From an optimization exercise on the open Yosys and OpenROAD flow, aimed at small area, a short achievable clock period and few clock cycles per item; shortcuts taken in it are not production practice.
At most, simulation tests tie the RTL to the original design; equivalence was not proved.

## sqrt_binary_search
module sqrt_binary_search (
    input  logic        clk,
    input  logic        rst,         
    input  logic        valid_in,
    input  logic [15:0] x,           
    output logic [15:0] x_sqrt,      
    output logic        valid_out
);
Size in the first run: ~670 cells after synthesis, roughly 36 I/O pins, roughly 0.0039 sq mm of cells after synthesis.
export LEC_CHECK = 0
export ABC_AREA = 1
export CAP_MARGIN = 20
export CORE_MARGIN = 2
export CORE_UTILIZATION = 40
export PLACE_DENSITY = 0.85
export SETUP_SLACK_MARGIN = 3.5
export SLEW_MARGIN = 20
export TNS_END_PERCENT = 10
create_clock -name core_clock -period 11.0 [get_ports {clk}]
standard.sh (not shown) runs the stock make flow with config.mk's settings and CLKGATE_MAP_FILE= SYNTH_SCRIPT=/design/flow/synth_recipe.tcl, a recipe that flattens the netlist after the stock synthesis.
==> flow/flow/run.sh <==
#!/bin/bash
# The standard layout (standard.sh), with two changes:
#  - no adder-cell mapping in synthesis (ADDER_MAP_FILE empty): ABC maps the
#    adders from plain gates instead of the slow ha/fa cells;
#  - buf_2 cells as the port buffers (buffer_ports otherwise picks the slow
#    clkdlybuf4s50_1).
set -e
export ADDER_MAP_FILE=
export BUFFER_PORTS_ARGS="-buffer_cell sky130_fd_sc_hd__buf_2"
export SETUP_MOVE_SEQUENCE=sizeup
bash standard.sh > standard.log 2>&1
Change:
--- a/flow/design.v
+++ b/flow/design.v
@@ -413,38 +413,35 @@
     assign s_p7_4[5] = s_p7_3[5];
     assign s_g7_4[6] = s_g7_3[6];
     assign s_p7_4[6] = s_p7_3[6];
     assign s_g7_4[7] = s_g7_3[7];
     assign s_p7_4[7] = s_p7_3[7];
     assign s_g7_4[8] = s_g7_3[8] | (s_p7_3[8] & s_g7_3[7]);
     assign s_p7_4[8] = s_p7_3[8] & s_p7_3[7];
     assign s_g7_4[9] = s_g7_3[9] | (s_p7_3[9] & s_g7_3[7]);
     assign s_p7_4[9] = s_p7_3[9] & s_p7_3[7];
     wire [9:0] s_c7 = {s_g7_4[8:0], 1'b0};
     wire [9:0] s_r8 = s_a7 ^ (s_o7 ^ s_c7);
     wire [7:0] s_q8 = {s_q7, ~s_r8[9]};
-    logic s_r;                
-    logic [6:0] o_r;      
+    logic [7:0] q_r;
     logic [9:0] r_r;
     logic v_r;
     always_ff @(posedge clk) begin
         if (rst) v_r <= 1'b0;
         else     v_r <= valid_in;
-        s_r <= s_q8[0];
-        o_r <= s_q8[7:1] ^ {7{s_q8[0]}};
+        q_r <= s_q8;
         r_r <= s_r8;
     end
-    wire [7:0] q_r = {o_r ^ {7{s_r}}, s_r};
     wire [10:0] t_a8 = {r_r[8:0], 2'b00};
-    wire [10:0] t_o8 = {s_r, o_r, 1'b0, 2'b11};
+    wire [10:0] t_o8 = {q_r[0], q_r ^ {8{q_r[0]}}, 2'b11};
     wire [10:0] t_g8_0 = t_a8 & t_o8;
     wire [10:0] t_p8_0 = t_a8 | t_o8;
     wire [10:0] t_g8_1, t_p8_1;
     assign t_g8_1[0] = t_g8_0[0];
     assign t_p8_1[0] = t_p8_0[0];
     assign t_g8_1[1] = t_g8_0[1] | (t_p8_0[1] & t_g8_0[0]);
     assign t_p8_1[1] = t_p8_0[1] & t_p8_0[0];
     assign t_g8_1[2] = t_g8_0[2];
     assign t_p8_1[2] = t_p8_0[2];
     assign t_g8_1[3] = t_g8_0[3] | (t_p8_0[3] & t_g8_0[2]);
     assign t_p8_1[3] = t_p8_0[3] & t_p8_0[2];
     assign t_g8_1[4] = t_g8_0[4];
- The new run produced a clean layout
- design area is lower by about 2.2%
- clock-buffer cell count drops by 1
- routed wire length drops by 3.7%
- worst setup slack got worse by 0.0065 ns
- global-route usage came out lower by 0.26 points
- fmax stays flat
- synthesized cell count is about the same
Testbench counts after the change, summed over its fixed seeds: cycles 262,148, items 262,144.
Only the layout flow was run in the first run of this note; the RTL was not checked for function there.

* * *

Starting RTL as in the previous note.
clock: 11.0 ns
lec_check: 0
abc_area: 1
cap_margin: 20
core_margin: 2
core_utilization: 40
place_density: 0.85
setup_slack_margin: 3.5
slew_margin: 20
tns_end_percent: 10
==> flow/flow/run.sh <==
#!/bin/bash
# The standard layout (standard.sh), with these changes:
#  - synthesis: no adder-cell mapping (ADDER_MAP_FILE empty), so ABC maps the
#    adders from plain gates instead of the slow ha/fa cells, and the final ABC
#    mapping uses flow/abc_iter.script (see flow/synth_iter.tcl);
#  - buf_2 cells as the port buffers (buffer_ports otherwise picks the slow
#    clkdlybuf4s50_1);
#  - setup repair only resizes cells (SETUP_MOVE_SEQUENCE=sizeup).
set -e
here=$(pwd)
export ADDER_MAP_FILE=
export BUFFER_PORTS_ARGS="-buffer_cell sky130_fd_sc_hd__buf_2"
export SETUP_MOVE_SEQUENCE=sizeup
bash standard.sh SYNTH_SCRIPT=$here/flow/synth_iter.tcl finish > standard.log 2>&1
==> flow/flow/abc_iter.script <==
strash
dch
map -B 0.9
strash
dch
map -B 0.9
strash
dch
map -B 0.9
strash
dch
map -B 0.9
strash
dch
map -B 0.9
strash
dch
map -B 0.9
strash
dch
map -B 0.9
strash
dch
map -B 0.9
topo
stime -c
buffer -c
upsize -c
dnsize -c
==> flow/flow/synth_iter.tcl <==
# The standard flow's synthesis (synth_recipe.tcl, which sources ORFS's synth.tcl) with one
# change: the final technology mapping runs ABC with abc_iter.script, which
# repeats ORFS's area script's strash/dch/map round 8 times before sizing.
# Everything before it (synth -nofsm -noshare, flip-flop mapping) and after it
# (flatten, renames) is the standard flow's own, so the registers are the standard ones.
set ::abc_iter_script [file normalize [file join [file dirname [info script]] abc_iter.script]]
set ::synth_recipe_tcl [file normalize [file join [file dirname [info script]] .. synth_recipe.tcl]]
proc abc {args} {
  set i [lsearch -exact $args -script]
  if {$i >= 0} { lset args [expr {$i + 1}] $::abc_iter_script }
  puts "abc: mapping with $::abc_iter_script"
  yosys abc {*}$args
}
source $::synth_recipe_tcl
Edit:
--- a/flow/design.v
+++ b/flow/design.v
@@ -415,34 +415,31 @@
     assign s_p7_4[6] = s_p7_3[6];
     assign s_g7_4[7] = s_g7_3[7];
     assign s_p7_4[7] = s_p7_3[7];
     assign s_g7_4[8] = s_g7_3[8] | (s_p7_3[8] & s_g7_3[7]);
     assign s_p7_4[8] = s_p7_3[8] & s_p7_3[7];
     assign s_g7_4[9] = s_g7_3[9] | (s_p7_3[9] & s_g7_3[7]);
     assign s_p7_4[9] = s_p7_3[9] & s_p7_3[7];
     wire [9:0] s_c7 = {s_g7_4[8:0], 1'b0};
     wire [9:0] s_r8 = s_a7 ^ (s_o7 ^ s_c7);
     wire [7:0] s_q8 = {s_q7, ~s_r8[9]};
-    logic s_r;                
-    logic [6:0] o_r;      
+    logic [7:0] q_r;
     logic [9:0] r_r;
     logic v_r;
     always_ff @(posedge clk) begin
         if (rst) v_r <= 1'b0;
         else     v_r <= valid_in;
-        s_r <= s_q8[0];
-        o_r <= s_q8[7:1] ^ {7{s_q8[0]}};
+        q_r <= s_q8;
         r_r <= s_r8;
     end
-    wire [7:0] q_r = {o_r ^ {7{s_r}}, s_r};
     wire [10:0] t_a8 = {r_r[8:0], 2'b00};
-    wire [10:0] t_o8 = {s_r, o_r, 1'b0, 2'b11};
+    wire [10:0] t_o8 = {q_r[0], q_r ^ {8{q_r[0]}}, 2'b11};
     wire [10:0] t_g8_0 = t_a8 & t_o8;
     wire [10:0] t_p8_0 = t_a8 | t_o8;
     wire [10:0] t_g8_1, t_p8_1;
     assign t_g8_1[0] = t_g8_0[0];
     assign t_p8_1[0] = t_p8_0[0];
     assign t_g8_1[1] = t_g8_0[1] | (t_p8_0[1] & t_g8_0[0]);
     assign t_p8_1[1] = t_p8_0[1] & t_p8_0[0];
     assign t_g8_1[2] = t_g8_0[2];
     assign t_p8_1[2] = t_p8_0[2];
     assign t_g8_1[3] = t_g8_0[3] | (t_p8_0[3] & t_g8_0[2]);
Outcome: Wire length came out higher by roughly a tenth; final cell count came out higher by a few percent; sequential share of layout area came out higher by 0.12 points; via count came out higher by a little under a tenth.
Testbench counts after the change, summed over its fixed seeds: cycles 262,148, items 262,144.
No functional check of the RTL was part of the first run of this note.

* * *

Another version of the RTL of sqrt_binary_search (not shown whole).
Size: ~590 cells after synthesis, roughly 18 flip-flops, about 36 I/O pins.
Settings: LEC_CHECK=0, ABC_AREA=1, CAP_MARGIN=20, CORE_MARGIN=2, CORE_UTILIZATION=40, PLACE_DENSITY=0.85, SETUP_SLACK_MARGIN=3.5, SLEW_MARGIN=20, TNS_END_PERCENT=10; clock period 11.0 ns.
==> flow/flow/abc_iter.script <==
strash
dch
map -B 0.9
strash
dch
map -B 0.9
strash
dch
map -B 0.9
strash
dch
map -B 0.9
strash
dch
map -B 0.9
strash
dch
map -B 0.9
strash
dch
map -B 0.9
strash
dch
map -B 0.9 -D 4300
topo
stime -c
buffer -c
upsize -c -D 4300
dnsize -c -D 4300
==> flow/flow/synth_iter.tcl <==
# The standard flow's synthesis (synth_recipe.tcl, which sources ORFS's synth.tcl) with one
# change: the final technology mapping runs ABC with abc_iter.script, which
# repeats ORFS's area script's strash/dch/map round 8 times, the last one and the sizing
# aimed at a 4300 ps delay target (area recovery below it).
# Everything before it (synth -nofsm -noshare, flip-flop mapping) and after it
# (flatten, renames) is the standard flow's own, so the registers are the standard ones.
set ::abc_iter_script [file normalize [file join [file dirname [info script]] abc_iter.script]]
set ::synth_recipe_tcl [file normalize [file join [file dirname [info script]] .. synth_recipe.tcl]]
proc abc {args} {
  set i [lsearch -exact $args -script]
  if {$i >= 0} { lset args [expr {$i + 1}] $::abc_iter_script }
  puts "abc: mapping with $::abc_iter_script"
  yosys abc {*}$args
}
source $::synth_recipe_tcl
Scripts as last shown in full above: flow/flow/run.sh
Rerun with:
--- a/flow/design.v
+++ b/flow/design.v
@@ -1,10 +1,10 @@
 module sqrt_head (
     input  logic [15:0] x,
-    output logic [8:0] q,      
-    output logic [10:0] r       
+    output logic [7:0] q,      
+    output logic [9:0] r       
 );
     wire [2:0] a0 = {1'b0, x[15:14]};
     wire [2:0] o0 = 3'b111;   
     wire [2:0] g0_0 = a0 & o0;
     wire [2:0] p0_0 = a0 | o0;
     wire [2:0] g0_1, p0_1;
@@ -408,14 +408,22 @@
     assign g7_4[8] = g7_3[8] | (p7_3[8] & g7_3[7]);
     assign p7_4[8] = p7_3[8] & p7_3[7];
     assign g7_4[9] = g7_3[9] | (p7_3[9] & g7_3[7]);
     assign p7_4[9] = p7_3[9] & p7_3[7];
     wire [9:0] r8 = a7 ^ o7 ^ {g7_4[8:0], 1'b0};
     wire [7:0] q8 = {q7, ~r8[9]};
-    wire [10:0] a8 = {r8[8:0], 2'b00};
-    wire [10:0] o8 = {q8[0], q8 ^ {8{q8[0]}}, 2'b11};
+    assign q = q8;
+    assign r = r8;
+endmodule
+module sqrt_tail (
+    input  logic [7:0] q,
+    input  logic [9:0] r,
+    output logic [11:0] root
+);
+    wire [10:0] a8 = {r[8:0], 2'b00};
+    wire [10:0] o8 = {q[0], q ^ {8{q[0]}}, 2'b11};
     wire [10:0] g8_0 = a8 & o8;
     wire [10:0] p8_0 = a8 | o8;
     wire [10:0] g8_1, p8_1;
     assign g8_1[0] = g8_0[0];
     assign p8_1[0] = p8_0[0];
     assign g8_1[1] = g8_0[1] | (p8_0[1] & g8_0[0]);
@@ -505,23 +513,15 @@
     assign p8_4[8] = p8_3[8] & p8_3[7];
     assign g8_4[9] = g8_3[9] | (p8_3[9] & g8_3[7]);
     assign p8_4[9] = p8_3[9] & p8_3[7];
     assign g8_4[10] = g8_3[10] | (p8_3[10] & g8_3[7]);
     assign p8_4[10] = p8_3[10] & p8_3[7];
     wire [10:0] r9 = a8 ^ o8 ^ {g8_4[9:0], 1'b0};
-    wire [8:0] q9 = {q8, ~r9[10]};
-    assign q = q9;
-    assign r = r9;
-endmodule
-module sqrt_tail (
-    input  logic [8:0] q,
-    input  logic [10:0] r,
-    output logic [11:0] root
-);
-    wire [11:0] a9 = {r[9:0], 2'b00};
-    wire [11:0] o9 = {q[0], q ^ {9{q[0]}}, 2'b11};
+    wire [8:0] q9 = {q, ~r9[10]};
+    wire [11:0] a9 = {r9[9:0], 2'b00};
+    wire [11:0] o9 = {q9[0], q9 ^ {9{q9[0]}}, 2'b11};
     wire [11:0] g9_0 = a9 & o9;
     wire [11:0] p9_0 = a9 | o9;
     wire [11:0] g9_1, p9_1;
     assign g9_1[0] = g9_0[0];
     assign p9_1[0] = p9_0[0];
     assign g9_1[1] = g9_0[1] | (p9_0[1] & g9_0[0]);
@@ -619,13 +619,13 @@
     assign p9_4[9] = p9_3[9] & p9_3[7];
     assign g9_4[10] = g9_3[10] | (p9_3[10] & g9_3[7]);
     assign p9_4[10] = p9_3[10] & p9_3[7];
     assign g9_4[11] = g9_3[11] | (p9_3[11] & g9_3[7]);
     assign p9_4[11] = p9_3[11] & p9_3[7];
     wire [11:0] r10 = a9 ^ o9 ^ {g9_4[10:0], 1'b0};
-    wire [9:0] q10 = {q, ~r10[11]};
+    wire [9:0] q10 = {q9, ~r10[11]};
     wire [12:0] a10 = {r10[10:0], 2'b00};
     wire [12:0] o10 = {q10[0], q10 ^ {10{q10[0]}}, 2'b11};
     wire [12:0] g10_0 = a10 & o10;
     wire [12:0] p10_0 = a10 | o10;
     wire [12:0] g10_1, p10_1;
     assign g10_1[0] = g10_0[0];
@@ -866,14 +866,14 @@
     input  logic        rst,         
     input  logic        valid_in,
     input  logic [15:0] x,           
     output logic [15:0] x_sqrt,      
     output logic        valid_out
 );
-    logic [8:0] q_d, q_r;
-    logic [10:0] r_d, r_r;
+    logic [7:0] q_d, q_r;
+    logic [9:0] r_d, r_r;
     logic        v_r;
     logic [11:0] root;
     sqrt_head head (.x(x), .q(q_d), .r(r_d));
     always_ff @(posedge clk) begin
         if (rst) v_r <= 1'b0;
         else     v_r <= valid_in;
Final area falls by a few percent.
Global-route usage climbs by 0.16 points.
Die area fell by a few percent.
First-iteration DRC count goes up by well over a third.
Routed wire length rose by a few percent.
Worst setup slack improved by 110 ps.
Maximum frequency rises slightly.
Sequential share of layout area rises by 0.33 points.
Flip-flop and latch count does not change.
Testbench counts after the change, summed over its fixed seeds: cycles 262,148, items 262,144.
No functional check of the RTL was part of the first run of this note.

-- afterwards: timing with drivers on the ports --
No port has a modelled driver above. Below, the same layouts with a new extraction and two added sets of constraints. Step 1, drivers: a clkbuf_16 drives clk and a buf_2 each remaining input, both assumed. Step 2 moves the port delays by t, midway between the first and last clock arrival at a register: inputs arrive t later, outputs are due t later. That takes back most of the time a late clock gives input paths. Three values: ideal, step 1, step 2; two values: the first two.
run | shift t [ns] | setup WS [ns] | hold slack, ns | latest minus earliest clock arrival (ns) | slew at the worst register clock pin (ns)
the first run of note 1 | 0.279 | 3.806 / 3.780 / 3.886 | 2.092 / 2.085 / 2.364 | 0.004 / 0.003 | 0.06 / 0.06
the second run of note 1 | 0.276 | 3.800 / 3.775 / 3.938 | 2.095 / 2.090 / 2.366 | 0.003 / 0.003 | 0.06 / 0.06
the first run of note 2 | 0.274 | 4.016 / 3.990 / 4.264 | 2.098 / 2.093 / 2.367 | 0.001 / 0.002 | 0.06 / 0.06
the second run of note 2 | 0.274 | 4.170 / 4.141 / 4.415 | 2.100 / 2.091 / 2.365 | 0.004 / 0.004 | 0.07 / 0.07
the first run of note 3 | 0.276 | 3.916 / 3.889 / 3.861 | 2.094 / 2.088 / 2.363 | 0.001 / 0.001 | 0.06 / 0.06
the second run of note 3 | 0.273 | 4.030 / 4.005 / 3.969 | 2.096 / 2.090 / 2.363 | 0.002 / 0.002 | 0.07 / 0.07
After both steps every run listed still meets setup and hold. The setup slack of the second run of note 3, which loses most, moves by -0.025 ns with the drivers and by -0.061 ns with both steps.
